Context: an optimization exercise on an open-source flow, tuned for small area. The choices shown serve that exercise and are no tape-out recipe.
RTL that was checked went through simulation tests only; none was proved equivalent to the original.

==> inputs of trial 53 <==
==> flow/design.v (excerpt) <==
module zigbee_rx_back (
  input  logic       clk_i,
  input  logic       resetn_i,
  input  logic [4:0] ibb_i,
  input  logic [4:0] qbb_i,
  input  logic       iq_valid_i,
  input  logic       psel_i,
  input  logic       penable_i,
  input  logic       pwrite_i,
  output logic [7:0] prdata_o,
  output logic       pslverr_o,
  output logic       bit_o,
  output logic       bit_en_o
);
==> module bit_recovery, before the edit <==
module bit_recovery(
	input  logic       clk,
	input  logic       resetn,
	input  logic [4:0] phase,
	input  logic       take,
	output logic       data_bits
	);
	logic [4:0] phase_q;
	logic lt, bit_new, bit_early;
	logic [2:0] bit_d;
	assign lt = phase[3:0] < phase_q[3:0];
	always_comb begin
		if (phase[4] != phase_q[4])
			bit_new = lt;
		else if (!phase[4])
			bit_new = lt ? bit_early : 1'b1;
		else
			bit_new = lt ? 1'b0 : bit_early;
	end
	always_ff @(posedge clk, negedge resetn) begin
		if (~resetn) begin
			phase_q <= 0;
			bit_early <= 0;
			bit_d <= 0;
		end else begin
			if (take) begin
				phase_q <= phase;
				bit_early <= bit_new;
			end
			bit_d <= {bit_d[1:0], bit_early};
		end
	end
	assign data_bits = bit_d[2];
endmodule
==> module cdr, before the edit <==
module cdr(
	input  logic clk,
	input  logic resetn_i,
	input  logic data_i,
	output logic data_en_o,
	output logic take_o
	);
	logic q1, q3;
	logic T_w, E_w;
	logic [4:0] count;
	logic [4:0] rest;
	assign T_w = data_i ^ q1;
	assign E_w = q1 ^ q3;
	assign rest = ~T_w ? 5'd14 : (E_w ? 5'd13 : 5'd15);
	assign take_o = count == 0;
	assign data_en_o = count == 1;
	always_ff @(posedge clk, negedge resetn_i) begin
		if (~resetn_i) begin
			q1 <= 0;
			q3 <= 0;
			count <= 25;
		end else begin
			if (count == 12) begin
				q1 <= data_i;
				count <= rest;
			end else if (count == 25) begin
				q3 <= data_i;
				count <= 0;
			end else
				count <= count + 1;
		end
	end
endmodule
export LEC_CHECK = 0
export ABC_AREA = 1
export CAP_MARGIN = 20
export CORE_MARGIN = 2
export CORE_UTILIZATION = 75
export PLACE_DENSITY = 0.88
export SLEW_MARGIN = 20
create_clock -name core_clock -period 10.0 [get_ports {clk_i}]
standard.sh (not shown) runs the stock make flow with config.mk's settings and CLKGATE_MAP_FILE= SYNTH_SCRIPT=/design/flow/synth_recipe.tcl, a recipe that flattens the netlist after the stock synthesis.
==> flow/flow/run.sh <==
#!/bin/bash
# Layout flow: the standard flow (standard.sh) for every step, with these
# changes in how the layout is made:
#  - synthesis maps the logic with an area-oriented ABC script (abc_area.script
#    here, in place of ORFS's) and leaves adders to ABC (no ADDER_MAP_FILE);
#    the rest of synthesis is ORFS's, unchanged, so the registers are the
#    standard synthesis's;
#  - port buffers are sky130_fd_sc_hd__buf_1 (every port still gets one);
#  - clock tree synthesis leaves out dummy loads and uses clkbuf_8 buffers with
#    small sink clusters.
# Each step's full output goes to a log file in the work folder.
set -euo pipefail
WORK=$(pwd)
cp -r "$FLOW_HOME/scripts" "$WORK/scripts_own"
cp "$WORK/flow/abc_area.script" "$WORK/scripts_own/abc_area.script"
SCRIPTS_DIR="$WORK/scripts_own" ADDER_MAP_FILE= bash standard.sh synth > "$WORK/log_synth.txt" 2>&1
export BUFFER_PORTS_ARGS="-buffer_cell sky130_fd_sc_hd__buf_1"
export CTS_ARGS="-sink_clustering_enable -repair_clock_nets -dont_use_dummy_load -sink_clustering_size 18 -sink_clustering_max_diameter 40 -buf_list sky130_fd_sc_hd__clkbuf_8"
bash standard.sh finish > "$WORK/log_layout.txt" 2>&1
==> flow/flow/abc_area.script <==
strash
&get -n
&dch
&nf -R 1000
&put
strash
&get -n
&dch
&nf -R 1000
&put
topo
==> build 81: changes against trial 53 <==
--- a/flow/design.v
+++ b/flow/design.v
@@ -437,72 +437,82 @@
 module bit_recovery(
 	input  logic       clk,
 	input  logic       resetn,
 	input  logic [4:0] phase,
 	input  logic       take,
 	output logic       data_bits
 	);
 	logic [4:0] phase_q;
-	logic lt, bit_new, bit_early;
-	logic [2:0] bit_d;
+	logic lt, keep, val;
+	logic [2:0] take_d;
+	logic [1:0] out_d [0:2];
 	assign lt = phase[3:0] < phase_q[3:0];
-	always_comb begin
-		if (phase[4] != phase_q[4])
-			bit_new = lt;
-		else if (!phase[4])
-			bit_new = lt ? bit_early : 1'b1;
-		else
-			bit_new = lt ? 1'b0 : bit_early;
+	assign keep = (phase[4] == phase_q[4]) && (lt ^ phase[4]);
+	assign val = (phase[4] != phase_q[4]) ? lt : ~phase[4];
+	always_ff @(posedge clk) begin
+		out_d[0] <= {keep, val};
+		out_d[1] <= out_d[0];
+		out_d[2] <= out_d[1];
 	end
 	always_ff @(posedge clk, negedge resetn) begin
 		if (~resetn) begin
+			take_d <= 0;
 			phase_q <= 0;
-			bit_early <= 0;
-			bit_d <= 0;
+			data_bits <= 0;
 		end else begin
-			if (take) begin
+			take_d <= {take_d[1:0], take};
+			if (take)
 				phase_q <= phase;
-				bit_early <= bit_new;
-			end
-			bit_d <= {bit_d[1:0], bit_early};
+			if (take_d[2] && !out_d[2][1])
+				data_bits <= out_d[2][0];
 		end
 	end
-	assign data_bits = bit_d[2];
 endmodule
 module cdr(
 	input  logic clk,
 	input  logic resetn_i,
 	input  logic data_i,
 	output logic data_en_o,
 	output logic take_o
 	);
-	logic q1, q3;
+	logic fall_q;
 	logic T_w, E_w;
+	logic q1, q2, q3, q4;
 	logic [4:0] count;
-	logic [4:0] rest;
-	assign T_w = data_i ^ q1;
-	assign E_w = q1 ^ q3;
-	assign rest = ~T_w ? 5'd14 : (E_w ? 5'd13 : 5'd15);
-	assign take_o = count == 0;
-	assign data_en_o = count == 1;
+	logic [4:0] cycles;
+	logic en_rise_w, en_fall_w;
+	assign T_w = q1 ^ q2;
+	assign E_w = q2 ^ q4;
+	assign cycles = ~T_w ? 5'd24 : (E_w ? 5'd25 : 5'd23);
+	assign en_rise_w = count == 12;
+	assign en_fall_w = count == cycles;
+	assign take_o = fall_q;
 	always_ff @(posedge clk, negedge resetn_i) begin
 		if (~resetn_i) begin
 			q1 <= 0;
+			q2 <= 0;
 			q3 <= 0;
-			count <= 25;
+			q4 <= 0;
+			fall_q <= 0;
+			count <= 24;
+			data_en_o <= 0;
 		end else begin
-			if (count == 12) begin
+			if (en_rise_w) begin
 				q1 <= data_i;
-				count <= rest;
-			end else if (count == 25) begin
+				q2 <= q1;
+				q4 <= q3;
+			end
+			if (en_fall_w) begin
 				q3 <= data_i;
 				count <= 0;
 			end else
 				count <= count + 1;
+			fall_q <= en_fall_w;
+			data_en_o <= fall_q;
 		end
 	end
 endmodule
 module bit_recovery_CDR(
 	input  logic       clk,
 	input  logic       resetn,
 	input  logic [4:0] phase_i,
 	input  logic       ph_take_i,
--- a/flow/flow/run.sh
+++ b/flow/flow/run.sh
@@ -10,10 +10,10 @@
 #    small sink clusters.
 # Each step's full output goes to a log file in the work folder.
 set -euo pipefail
 WORK=$(pwd)
 cp -r "$FLOW_HOME/scripts" "$WORK/scripts_own"
 cp "$WORK/flow/abc_area.script" "$WORK/scripts_own/abc_area.script"
 SCRIPTS_DIR="$WORK/scripts_own" ADDER_MAP_FILE= bash standard.sh synth > "$WORK/log_synth.txt" 2>&1
 export BUFFER_PORTS_ARGS="-buffer_cell sky130_fd_sc_hd__buf_1"
-export CTS_ARGS="-sink_clustering_enable -repair_clock_nets -dont_use_dummy_load -sink_clustering_size 18 -sink_clustering_max_diameter 40 -buf_list sky130_fd_sc_hd__clkbuf_8"
+export CTS_ARGS="-sink_clustering_enable -repair_clock_nets -dont_use_dummy_load -sink_clustering_size 16 -sink_clustering_max_diameter 50 -buf_list sky130_fd_sc_hd__clkbuf_8"
 bash standard.sh finish > "$WORK/log_layout.txt" 2>&1
==> trial 1: changes against trial 53 <==
--- a/flow/design.v
+++ b/flow/design.v
@@ -412,111 +412,125 @@
 endmodule
 module zigbee_cordic_top (
 	input  wire       reset_n,
 	input  wire       clk,
 	input  wire [4:0] ibb,
 	input  wire [4:0] qbb,
 	input  wire       iValid,
 	output wire [4:0] wout,
-	output wire       take_o
+	output wire       oValid
 	);
 	wire [3:0] d;
 	zigbee_cordic_dec i_dec (.ibb(ibb), .qbb(qbb), .d(d));
-	reg v_s0, v_s1;
+	reg [4:0] dec_s0, dec_s1, dec_s2;
+	reg v_s0, v_s1, v_s2;
+	always @(posedge clk) begin
+		dec_s0 <= {ibb[4], d};
+		dec_s1 <= dec_s0;
+		dec_s2 <= dec_s1;
+	end
 	always @(posedge clk, negedge reset_n) begin
 		if (!reset_n) begin
 			v_s0 <= 0;
 			v_s1 <= 0;
+			v_s2 <= 0;
 		end else begin
 			v_s0 <= iValid;
 			v_s1 <= v_s0;
+			v_s2 <= v_s1;
 		end
 	end
-	assign wout = {~(ibb[4] ^ d[3]), ~d[3], d[2:0]};
-	assign take_o = v_s0 & ~v_s1;
+	assign wout = {~(dec_s2[4] ^ dec_s2[3]), ~dec_s2[3], dec_s2[2:0]};
+	assign oValid = v_s2;
 endmodule
 module bit_recovery(
 	input  logic       clk,
 	input  logic       resetn,
 	input  logic [4:0] phase,
-	input  logic       take,
+	input  logic       ph_valid,
 	output logic       data_bits
 	);
-	logic [4:0] phase_q;
-	logic lt, bit_new, bit_early;
-	logic [2:0] bit_d;
-	assign lt = phase[3:0] < phase_q[3:0];
-	always_comb begin
-		if (phase[4] != phase_q[4])
-			bit_new = lt;
-		else if (!phase[4])
-			bit_new = lt ? bit_early : 1'b1;
-		else
-			bit_new = lt ? 1'b0 : bit_early;
-	end
+	logic [4:0] phase_q, phase_diff;
+	logic v1, v2, overflow, enable, bit_new;
+	assign enable = v1 & ~v2;
+	assign phase_diff = phase - phase_q;
+	assign overflow = (phase[4] ^ phase_q[4]) ? 1'b0 : (phase_diff[4] ^ phase[4]);
+	assign bit_new = overflow ? data_bits : ~phase_diff[4];
 	always_ff @(posedge clk, negedge resetn) begin
 		if (~resetn) begin
+			v1 <= 0;
+			v2 <= 0;
 			phase_q <= 0;
-			bit_early <= 0;
-			bit_d <= 0;
+			data_bits <= 0;
 		end else begin
-			if (take) begin
+			v1 <= ph_valid;
+			v2 <= v1;
+			if (enable) begin
 				phase_q <= phase;
-				bit_early <= bit_new;
+				data_bits <= bit_new;
 			end
-			bit_d <= {bit_d[1:0], bit_early};
 		end
 	end
-	assign data_bits = bit_d[2];
 endmodule
 module cdr(
 	input  logic clk,
 	input  logic resetn_i,
 	input  logic data_i,
 	output logic data_en_o,
 	output logic take_o
 	);
-	logic q1, q3;
+	logic fall_q;
 	logic T_w, E_w;
+	logic q1, q2, q3, q4;
 	logic [4:0] count;
-	logic [4:0] rest;
-	assign T_w = data_i ^ q1;
-	assign E_w = q1 ^ q3;
-	assign rest = ~T_w ? 5'd14 : (E_w ? 5'd13 : 5'd15);
-	assign take_o = count == 0;
-	assign data_en_o = count == 1;
+	logic [4:0] cycles;
+	logic en_rise_w, en_fall_w;
+	assign T_w = q1 ^ q2;
+	assign E_w = q2 ^ q4;
+	assign cycles = ~T_w ? 5'd24 : (E_w ? 5'd25 : 5'd23);
+	assign en_rise_w = count == 12;
+	assign en_fall_w = count == cycles;
+	assign take_o = fall_q;
 	always_ff @(posedge clk, negedge resetn_i) begin
 		if (~resetn_i) begin
 			q1 <= 0;
+			q2 <= 0;
 			q3 <= 0;
-			count <= 25;
+			q4 <= 0;
+			fall_q <= 0;
+			count <= 24;
+			data_en_o <= 0;
 		end else begin
-			if (count == 12) begin
+			if (en_rise_w) begin
 				q1 <= data_i;
-				count <= rest;
-			end else if (count == 25) begin
+				q2 <= q1;
+				q4 <= q3;
+			end
+			if (en_fall_w) begin
 				q3 <= data_i;
 				count <= 0;
 			end else
 				count <= count + 1;
+			fall_q <= en_fall_w;
+			data_en_o <= fall_q;
 		end
 	end
 endmodule
 module bit_recovery_CDR(
 	input  logic       clk,
 	input  logic       resetn,
 	input  logic [4:0] phase_i,
-	input  logic       ph_take_i,
+	input  logic       ph_valid_i,
 	output logic       data_en_o,
 	output logic       take_o,
 	output logic       data_w
 	);
 	bit_recovery i_bit_recovery(
-		.clk(clk), .resetn(resetn), .phase(phase_i), .take(ph_take_i), .data_bits(data_w));
+		.clk(clk), .resetn(resetn), .phase(phase_i), .ph_valid(ph_valid_i), .data_bits(data_w));
 	cdr i_cdr(
 		.clk(clk), .resetn_i(resetn), .data_i(data_w), .data_en_o(data_en_o), .take_o(take_o));
 endmodule
 module fifo_rx (
 	input  logic       clk,
 	input  logic       reset_n,
 	input  logic       en_cdr,
 	input  logic       take,
@@ -566,35 +580,31 @@
 	always_comb begin
 		for (integer b = 0; b < 4; b++) begin
 			logic [1:0] m;
 			m = 2'(b - rd_bank);
 			supp[b] = near_full && !(adv && rd_bank == b) &&
 			          ({1'b0, m} + (pending && !inserted) <= {1'b0, cnt_d});
 		end
 	end
-	logic [3:0] tsel [0:3];
-	logic [3:0] hold;
-	always_comb begin
-		for (integer b = 0; b < 4; b++) begin
-			logic [3:0] x;
-			x = (b < rd_bank_next) ? rd_row_next1 : rd_row_next;
-			for (integer j = 0; j < 4; j++)
-				tsel[b][j] = (x == 4'(4 * j)) && !supp[b];
-			hold[b] = !(|tsel[b]);
-		end
-	end
 	always_ff @(posedge clk) begin
 		for (integer b = 0; b < 4; b++) begin
+			logic [3:0] x;
 			ring[b][0] <= (ins && last_bank == b) ? stg : ring[b][14];
 			for (integer j = 1; j < 15; j++)
 				ring[b][j] <= ring[b][j-1];
-			head[b] <= (ring[b][14] & {8{tsel[b][0]}}) | (ring[b][3] & {8{tsel[b][1]}}) |
-			           (ring[b][7] & {8{tsel[b][2]}}) | (ring[b][11] & {8{tsel[b][3]}}) |
-			           (head[b] & {8{hold[b]}});
+			x = (b < rd_bank_next) ? rd_row_next1 : rd_row_next;
+			if (x[1:0] == 0 && !supp[b]) begin
+				case (x[3:2])
+					2'd0: head[b] <= ring[b][14];
+					2'd1: head[b] <= ring[b][3];
+					2'd2: head[b] <= ring[b][7];
+					default: head[b] <= ring[b][11];
+				endcase
+			end
 		end
 	end
 	always_ff @(posedge clk) begin
 		if (take)
 			sr[0] <= sr[1];
 	end
 	always_ff @(posedge clk, negedge reset_n) begin
 		if (~reset_n) begin
@@ -645,24 +655,24 @@
   input  logic       penable_i,
   input  logic       pwrite_i,
   output logic [7:0] prdata_o,
   output logic       pslverr_o,
   output logic       bit_o,
   output logic       bit_en_o
 );
   logic [4:0] cordic_phase;
-  logic       cordic_take;
+  logic       cordic_valid;
   logic       cdr_bit;
   logic       cdr_take;
   logic       cdr_valid;
   zigbee_cordic_top i_cordic (
     .reset_n(resetn_i), .clk(clk_i), .ibb(ibb_i), .qbb(qbb_i), .iValid(iq_valid_i),
-    .wout(cordic_phase), .take_o(cordic_take));
+    .wout(cordic_phase), .oValid(cordic_valid));
   bit_recovery_CDR i_cdr (
-    .clk(clk_i), .resetn(resetn_i), .phase_i(cordic_phase), .ph_take_i(cordic_take),
+    .clk(clk_i), .resetn(resetn_i), .phase_i(cordic_phase), .ph_valid_i(cordic_valid),
     .data_en_o(cdr_valid), .take_o(cdr_take), .data_w(cdr_bit));
   fifo_rx i_fifo_rx (
     .clk(clk_i), .reset_n(resetn_i), .en_cdr(cdr_valid), .take(cdr_take), .data_in(cdr_bit),
     .psel(psel_i), .pwrite(pwrite_i), .penable(penable_i),
     .pslverr(pslverr_o), .prdata(prdata_o), .bit_o(bit_o));
   assign bit_en_o = cdr_valid;
 endmodule
--- a/flow/flow/run.sh
+++ b/flow/flow/run.sh
@@ -10,10 +10,10 @@
 #    small sink clusters.
 # Each step's full output goes to a log file in the work folder.
 set -euo pipefail
 WORK=$(pwd)
 cp -r "$FLOW_HOME/scripts" "$WORK/scripts_own"
 cp "$WORK/flow/abc_area.script" "$WORK/scripts_own/abc_area.script"
 SCRIPTS_DIR="$WORK/scripts_own" ADDER_MAP_FILE= bash standard.sh synth > "$WORK/log_synth.txt" 2>&1
 export BUFFER_PORTS_ARGS="-buffer_cell sky130_fd_sc_hd__buf_1"
-export CTS_ARGS="-sink_clustering_enable -repair_clock_nets -dont_use_dummy_load -sink_clustering_size 18 -sink_clustering_max_diameter 40 -buf_list sky130_fd_sc_hd__clkbuf_8"
+export CTS_ARGS="-sink_clustering_enable -repair_clock_nets -dont_use_dummy_load -sink_clustering_size 16 -sink_clustering_max_diameter 50 -buf_list sky130_fd_sc_hd__clkbuf_8"
 bash standard.sh finish > "$WORK/log_layout.txt" 2>&1
==> flow/flow/abc_area.script (replaced) <==
strash
dch
map -a
mfs2 -a
strash
&get -n
&dch
&nf -R 1000
&put
topo
==> build 39: changes against trial 53 <==
--- a/flow/design.v
+++ b/flow/design.v
@@ -470,39 +470,50 @@
 endmodule
 module cdr(
 	input  logic clk,
 	input  logic resetn_i,
 	input  logic data_i,
 	output logic data_en_o,
 	output logic take_o
 	);
-	logic q1, q3;
+	logic fall_q;
 	logic T_w, E_w;
+	logic q1, q2, q3, q4;
 	logic [4:0] count;
-	logic [4:0] rest;
-	assign T_w = data_i ^ q1;
-	assign E_w = q1 ^ q3;
-	assign rest = ~T_w ? 5'd14 : (E_w ? 5'd13 : 5'd15);
-	assign take_o = count == 0;
-	assign data_en_o = count == 1;
+	logic [4:0] cycles;
+	logic en_rise_w, en_fall_w;
+	assign T_w = q1 ^ q2;
+	assign E_w = q2 ^ q4;
+	assign cycles = ~T_w ? 5'd24 : (E_w ? 5'd25 : 5'd23);
+	assign en_rise_w = count == 12;
+	assign en_fall_w = count == cycles;
+	assign take_o = fall_q;
 	always_ff @(posedge clk, negedge resetn_i) begin
 		if (~resetn_i) begin
 			q1 <= 0;
+			q2 <= 0;
 			q3 <= 0;
-			count <= 25;
+			q4 <= 0;
+			fall_q <= 0;
+			count <= 24;
+			data_en_o <= 0;
 		end else begin
-			if (count == 12) begin
+			if (en_rise_w) begin
 				q1 <= data_i;
-				count <= rest;
-			end else if (count == 25) begin
+				q2 <= q1;
+				q4 <= q3;
+			end
+			if (en_fall_w) begin
 				q3 <= data_i;
 				count <= 0;
 			end else
 				count <= count + 1;
+			fall_q <= en_fall_w;
+			data_en_o <= fall_q;
 		end
 	end
 endmodule
 module bit_recovery_CDR(
 	input  logic       clk,
 	input  logic       resetn,
 	input  logic [4:0] phase_i,
 	input  logic       ph_take_i,
--- a/flow/flow/run.sh
+++ b/flow/flow/run.sh
@@ -10,10 +10,10 @@
 #    small sink clusters.
 # Each step's full output goes to a log file in the work folder.
 set -euo pipefail
 WORK=$(pwd)
 cp -r "$FLOW_HOME/scripts" "$WORK/scripts_own"
 cp "$WORK/flow/abc_area.script" "$WORK/scripts_own/abc_area.script"
 SCRIPTS_DIR="$WORK/scripts_own" ADDER_MAP_FILE= bash standard.sh synth > "$WORK/log_synth.txt" 2>&1
 export BUFFER_PORTS_ARGS="-buffer_cell sky130_fd_sc_hd__buf_1"
-export CTS_ARGS="-sink_clustering_enable -repair_clock_nets -dont_use_dummy_load -sink_clustering_size 18 -sink_clustering_max_diameter 40 -buf_list sky130_fd_sc_hd__clkbuf_8"
+export CTS_ARGS="-sink_clustering_enable -repair_clock_nets -dont_use_dummy_load -sink_clustering_size 16 -sink_clustering_max_diameter 50 -buf_list sky130_fd_sc_hd__clkbuf_8"
 bash standard.sh finish > "$WORK/log_layout.txt" 2>&1
==> impl_metrics.py <==
metrics = {
    "run_status": {
        "status": "complete, no violations",
    },
    "global_route": {
        "gr-usage-met3_pct": 5.37,
    },
    "cells_and_area": {
        "final_area_mm2": 0.0165,
        "n_all_inverters": 9,
        "n_fill_cell": 1064,
    },
    "logic_synthesis": {
        "synth_simple_gate_area_share_pct": 7.74,
    },
}
(the above is from build 81)
==> impl_metrics.py <==
metrics = {
    "cells_and_area": {
        "final_area_mm2": 0.0163,
        "n_all_inverters": 20,
    },
    "logic_synthesis": {
        "synth_simple_gate_area_share_pct": 7.28,
    },
    "run_status": {
        "status": "complete, no violations",
    },
    "global_route": {
        "gr-usage-met3_pct": 4.50,
    },
}
(the above is from build 39)
==> impl_metrics.py <==
metrics = {
    "run_status": {
        "status": "complete, no violations",
    },
    "logic_synthesis": {
        "synth_simple_gate_area_share_pct": 7.84,
        "synth_cell_types": 44,
    },
    "sta": {
        "fin_crit_ns": 6.99,
    },
    "cells_and_area": {
        "n_fill_cell": 985,
        "n_all_inverters": 14,
    },
}
(the above is from trial 53)
==> impl_metrics.py <==
metrics = {
    "cells_and_area": {
        "final_area_mm2": 0.0168,
        "n_all_inverters": 11,
        "n_fill_cell": 1033,
    },
    "global_route": {
        "gr-usage-met3_pct": 4.98,
    },
    "run_status": {
        "status": "complete, no violations",
    },
    "route": {
        "wl_met2_um": 14800,
    },
    "floorplanning": {
        "die_width_um": 149,
    },
}
(the above is from trial 1)
Only the layout flow was run in build 81; the RTL was not checked for function there.

## afterwards: timing with drivers on the ports
The flow's constraints put no driver on any port. The routed layouts listed below were extracted and timed again, unchanged, in two steps. Step 1, drivers: a clkbuf_16 drives clk_i and a buf_2 each remaining input, both assumed. Step 2 moves the port delays by t, midway between the first and last clock arrival at a register: inputs arrive t later, outputs are due t later. That takes back most of the time a late clock gives input paths. a / b / c = ideal / step 1 / step 2; a / b = the first two.
run	shift t [ns]	setup WS [ns]	latest minus earliest clock arrival (ns)	worst register clock-pin slew, ns
trial 53	0.587	3.006 / 3.020 / 2.434	0.061 / 0.061	0.10 / 0.10
build 81	0.607	3.503 / 3.521 / 2.914	0.091 / 0.091	0.11 / 0.11
trial 1	0.586	3.804 / 3.819 / 3.234	0.081 / 0.081	0.10 / 0.10
build 39	0.596	3.022 / 3.043 / 2.447	0.048 / 0.048	0.10 / 0.10
After both steps setup and hold are still met in every run listed. The setup slack of build 81, which loses most, moves by +0.018 ns with the drivers and by -0.589 ns with both steps.
